What follows belongs to an exercise in optimizing a design on an open flow for small area; a production flow would make more cautious choices.
Where RTL was checked, it was by simulation tests only, not by an equivalence proof against the original.
Power is estimated from default activity; no workload was simulated.

v6:
==> flow/design.v <==
module fifo_ao22 (input a1, input a2, input b1, input b2, output x);
   assign x = (a1 & a2) | (b1 & b2);
endmodule
module fifo_aoi222 (input a1, input a2, input b1, input b2, input c1, input c2, output y);
   assign y = ~((a1 & a2) | (b1 & b2) | (c1 & c2));
endmodule
module fifo_nand2 (input a, input b, output y);
   assign y = ~(a & b);
endmodule
module fifo_nor2 (input a, input b, output y);
   assign y = ~(a | b);
endmodule
module my_fifo #(
                   parameter DATA_W           = 128      ,         
                   parameter DEPTH            = 16     ,         
                   parameter UPP_TH           = 4      ,         
                   parameter LOW_TH           = 2                
                )
                (
                   input                   clk         ,
                   input                   rstn        ,
                   input                   i_wren      ,
                   input  [DATA_W - 1 : 0] i_wrdata    ,
                   output                  o_alm_full  ,
                   output                  o_full      ,
                   input                   i_rden      ,
                   output [DATA_W - 1 : 0] o_rddata    ,
                   output                  o_alm_empty ,
                   output                  o_empty
                );
localparam NS = DEPTH - 1;           
localparam NC = 4;                   
localparam NB = DATA_W / NC;         
localparam NP = NS + 2;              
localparam NG = (NP + 2) / 3;        
logic [DATA_W - 1        : 0] head_rg         ;         
logic [DATA_W - 1        : 0] mem_rg [NS]     ;         
logic [3                 : 0] wrptr_rg        ;         
logic [3                 : 0] rdptr_rg        ;         
logic [NS - 1            : 0] wrsel_s         ;         
logic [NS - 1            : 0] rdsel_s         ;         
logic [$clog2(DEPTH)     : 0] dcount_rg       ;         
logic wren_s, rden_s, full_s, empty_s, one_s;
logic ld_wr_s, ld_mem_s, hold_head_s, wr_mem_s;
logic [NC * NS - 1 : 0] we_c, hold_c;                    
logic [NC * NP - 1 : 0] hsel_c;                          
assign full_s   = (dcount_rg == DEPTH);
assign empty_s  = (dcount_rg == 0);
assign one_s    = (dcount_rg == 1);
assign wren_s   = i_wren & !full_s & rstn;
assign rden_s   = i_rden & !empty_s;
assign ld_wr_s     = wren_s & (empty_s | (one_s & i_rden));
assign ld_mem_s    = rden_s & !one_s;
assign hold_head_s = !(ld_wr_s | ld_mem_s);
assign wr_mem_s    = wren_s & !ld_wr_s;
function automatic [3:0] lfsr_nx(input [3:0] p);
   lfsr_nx = {p[2:0], p[3] ^ p[2]};
endfunction
function automatic [3:0] lfsr_st(input integer k);    
   integer j;
   lfsr_st = 4'b0001;
   for (j = 0; j < k; j = j + 1) lfsr_st = lfsr_nx(lfsr_st);
endfunction
genvar k;
generate
   for (k = 0; k < NS; k++) begin : g_dec
      assign wrsel_s[k] = (wrptr_rg == lfsr_st(k));
      assign rdsel_s[k] = (rdptr_rg == lfsr_st(k));
   end
endgenerate
genvar c, i, b, g;
generate
   for (c = 0; c < NC; c++) begin : g_cp
      for (i = 0; i < NS; i++) begin : g_ent
         fifo_nor2  u_we (.a(~wrsel_s[i]), .b(full_s),    .y(we_c[c * NS + i]));
         fifo_nand2 u_ho (.a(wrsel_s[i]),  .b(!full_s),   .y(hold_c[c * NS + i]));
         fifo_nor2  u_rs (.a(~rdsel_s[i]), .b(!ld_mem_s), .y(hsel_c[c * NP + i]));
      end
      fifo_nor2 u_lw (.a(!wren_s), .b(!(empty_s | (one_s & i_rden))), .y(hsel_c[c * NP + NS]));
      fifo_nor2 u_hh (.a(ld_wr_s), .b(ld_mem_s), .y(hsel_c[c * NP + NS + 1]));
   end
endgenerate
generate
   for (i = 0; i < NS; i++) begin : g_ent
      logic [DATA_W - 1 : 0] nx;
      for (b = 0; b < DATA_W; b++) begin : g_bit
         fifo_ao22 u_mx (.a1(i_wrdata[b]), .a2(we_c[(b / NB) * NS + i]), .b1(mem_rg[i][b]),
                         .b2(hold_c[(b / NB) * NS + i]), .x(nx[b]));
      end
      always @ (posedge clk) mem_rg[i] <= nx;
   end
   for (b = 0; b < DATA_W; b++) begin : g_rd
      logic [NP - 1 : 0]     src;
      logic [3 * NG - 1 : 0] sel_p, src_p;
      logic [NG - 1 : 0]     z;
      logic                  z2;
      for (i = 0; i < NS; i++) begin : g_src
         assign src[i] = mem_rg[i][b];
      end
      assign src[NS]     = i_wrdata[b];
      assign src[NS + 1] = head_rg[b];
      assign sel_p = {{(3 * NG - NP){1'b0}}, hsel_c[(b / NB) * NP +: NP]};
      assign src_p = {{(3 * NG - NP){1'b0}}, src};
      for (g = 0; g < NG; g++) begin : g_grp
         if (3 * g + 2 < NP) begin : g3
            fifo_aoi222 u_ao (.a1(sel_p[3*g]), .a2(src_p[3*g]), .b1(sel_p[3*g+1]), .b2(src_p[3*g+1]),
                              .c1(sel_p[3*g+2]), .c2(src_p[3*g+2]), .y(z[g]));
         end else begin : g2
            fifo_nand2 u_n0 (.a(sel_p[3*g]), .b(src_p[3*g]), .y(z[g]));
            fifo_nand2 u_n1 (.a(sel_p[3*g+1]), .b(src_p[3*g+1]), .y(z2));
         end
      end
      always @ (posedge clk) head_rg[b] <= ~(&z & z2);
   end
endgenerate
always @ (posedge clk) begin
   if (!rstn) begin
      wrptr_rg  <= 4'b0001;
      rdptr_rg  <= 4'b0001;
      dcount_rg <= 0;
   end
   else begin
      if (wr_mem_s) wrptr_rg <= lfsr_nx(wrptr_rg);
      if (ld_mem_s) rdptr_rg <= lfsr_nx(rdptr_rg);
      if (wren_s && !rden_s)      dcount_rg <= dcount_rg + 1'b1;
      else if (!wren_s && rden_s) dcount_rg <= dcount_rg - 1'b1;
   end
end
assign o_full      = full_s;
assign o_empty     = empty_s;
assign o_alm_full  = (dcount_rg > UPP_TH);
assign o_alm_empty = (dcount_rg < LOW_TH);
assign o_rddata    = head_rg;
endmodule
clock: 4.5 ns
lec_check: 0
cap_margin: 20
core_margin: 2
core_utilization: 60
place_density: 0.75
slew_margin: 20
synth_hierarchical: 1
synth_minimum_keep_size: 0
buffer_ports_args: -buffer_cell sky130_fd_sc_hd__buf_1
cts_args: -sink_clustering_enable -repair_clock_nets -dont_use_dummy_load -buf_list {sky130_fd_sc_hd__clkbuf_4 sky130_fd_sc_hd__clkbuf_8} -root_buf sky130_fd_sc_hd__clkbuf_8 -sink_clustering_buffer sky130_fd_sc_hd__clkbuf_8 -sink_clustering_size 18 -sink_clustering_max_diameter 40
standard.sh (not shown) runs the stock make flow with config.mk's settings and CLKGATE_MAP_FILE= SYNTH_SCRIPT=/design/flow/synth_recipe.tcl, a recipe that flattens the netlist after the stock synthesis.
==> flow/flow/run.sh <==
#!/bin/bash
# Standard ORFS layout, with small port buffers and a clock tree of small buffers without
# dummy loads.
set -euo pipefail
cat >> config.mk <<'EOF'
export BUFFER_PORTS_ARGS = -buffer_cell sky130_fd_sc_hd__buf_1
export CTS_ARGS = -sink_clustering_enable -repair_clock_nets -dont_use_dummy_load -buf_list {sky130_fd_sc_hd__clkbuf_4 sky130_fd_sc_hd__clkbuf_8} -root_buf sky130_fd_sc_hd__clkbuf_8 -sink_clustering_buffer sky130_fd_sc_hd__clkbuf_8 -sink_clustering_size 18 -sink_clustering_max_diameter 40
EOF
bash standard.sh > standard.log 2>&1
Per the final summary, v6 finished and its layout is clean on timing, DRC and antenna.
[inputs] v7 vs v6
--- a/flow/design.v
+++ b/flow/design.v
@@ -7,7 +7,4 @@
 module fifo_nand2 (input a, input b, output y);
    assign y = ~(a & b);
-endmodule
-module fifo_nor2 (input a, input b, output y);
-   assign y = ~(a | b);
 endmodule
 module my_fifo #(
@@ -30,6 +27,4 @@
                 );
 localparam NS = DEPTH - 1;           
-localparam NC = 4;                   
-localparam NB = DATA_W / NC;         
 localparam NP = NS + 2;              
 localparam NG = (NP + 2) / 3;        
@@ -43,6 +38,6 @@
 logic wren_s, rden_s, full_s, empty_s, one_s;
 logic ld_wr_s, ld_mem_s, hold_head_s, wr_mem_s;
-logic [NC * NS - 1 : 0] we_c, hold_c;                    
-logic [NC * NP - 1 : 0] hsel_c;                          
+logic [NS - 1 : 0] we_s, hold_s;
+logic [NP - 1 : 0] hsel_s;                               
 assign full_s   = (dcount_rg == DEPTH);
 assign empty_s  = (dcount_rg == 0);
@@ -69,22 +64,13 @@
    end
 endgenerate
-genvar c, i, b, g;
-generate
-   for (c = 0; c < NC; c++) begin : g_cp
-      for (i = 0; i < NS; i++) begin : g_ent
-         fifo_nor2  u_we (.a(~wrsel_s[i]), .b(full_s),    .y(we_c[c * NS + i]));
-         fifo_nand2 u_ho (.a(wrsel_s[i]),  .b(!full_s),   .y(hold_c[c * NS + i]));
-         fifo_nor2  u_rs (.a(~rdsel_s[i]), .b(!ld_mem_s), .y(hsel_c[c * NP + i]));
-      end
-      fifo_nor2 u_lw (.a(!wren_s), .b(!(empty_s | (one_s & i_rden))), .y(hsel_c[c * NP + NS]));
-      fifo_nor2 u_hh (.a(ld_wr_s), .b(ld_mem_s), .y(hsel_c[c * NP + NS + 1]));
-   end
-endgenerate
+assign we_s   = wrsel_s & {NS{!full_s}};
+assign hold_s = ~we_s;
+assign hsel_s = {hold_head_s, ld_wr_s, rdsel_s & {NS{ld_mem_s}}};
+genvar i, b, g;
 generate
    for (i = 0; i < NS; i++) begin : g_ent
       logic [DATA_W - 1 : 0] nx;
       for (b = 0; b < DATA_W; b++) begin : g_bit
-         fifo_ao22 u_mx (.a1(i_wrdata[b]), .a2(we_c[(b / NB) * NS + i]), .b1(mem_rg[i][b]),
-                         .b2(hold_c[(b / NB) * NS + i]), .x(nx[b]));
+         fifo_ao22 u_mx (.a1(i_wrdata[b]), .a2(we_s[i]), .b1(mem_rg[i][b]), .b2(hold_s[i]), .x(nx[b]));
       end
       always @ (posedge clk) mem_rg[i] <= nx;
@@ -100,5 +86,5 @@
       assign src[NS]     = i_wrdata[b];
       assign src[NS + 1] = head_rg[b];
-      assign sel_p = {{(3 * NG - NP){1'b0}}, hsel_c[(b / NB) * NP +: NP]};
+      assign sel_p = {{(3 * NG - NP){1'b0}}, hsel_s};
       assign src_p = {{(3 * NG - NP){1'b0}}, src};
       for (g = 0; g < NG; g++) begin : g_grp
Non-clock buffer count: lower on v7
Overall power of the completed layout of v7 falls short of that of v6 by a few percent.
Worst setup slack in v7 vs v6: up 0.045 ns
v7 vs v6: shortest period the worst path allows down in v7
In the reports for v7 and v6, the larger fraction of area in registers belongs to v7.
For v6, only the layout was checked, not whether the RTL still works.

## separate check: timing with driven ports
How much do the figures lean on ideal ports? The routed layouts below were timed once more, with nothing changed but the port constraints.
Step 1 (the two cells are an assumption about what drives the block):
set clk [get_ports {clk}]
set_driving_cell -lib_cell sky130_fd_sc_hd__clkbuf_16 $clk
set_driving_cell -lib_cell sky130_fd_sc_hd__buf_2 [delete_from_list [all_inputs] $clk]
Step 2, shift: input delay + t, output delay - t, t = (earliest + latest rising clock arrival at the registers) / 2. This alone moves slack from input paths to output paths.
a / b / c = ideal / step 1 / step 2; a / b = the first two.
run | shift t [ns] | setup slack, ns | slew at the worst register clock pin (ns) | worst data-port slew with drivers (ns) | cell pins on the clock port's net
v6 | 0.999 | 0.809 / 0.739 / 0.751 | 0.11 / 0.11 | 0.15 | 1
v7 | 1.018 | 0.854 / 0.854 / 0.854 | 0.11 / 0.11 | 0.16 | 1
After both steps setup and hold are still met in every run listed. For v6, which loses most, drivers alone change the setup slack by -0.070 ns; drivers and shift together by -0.058 ns.
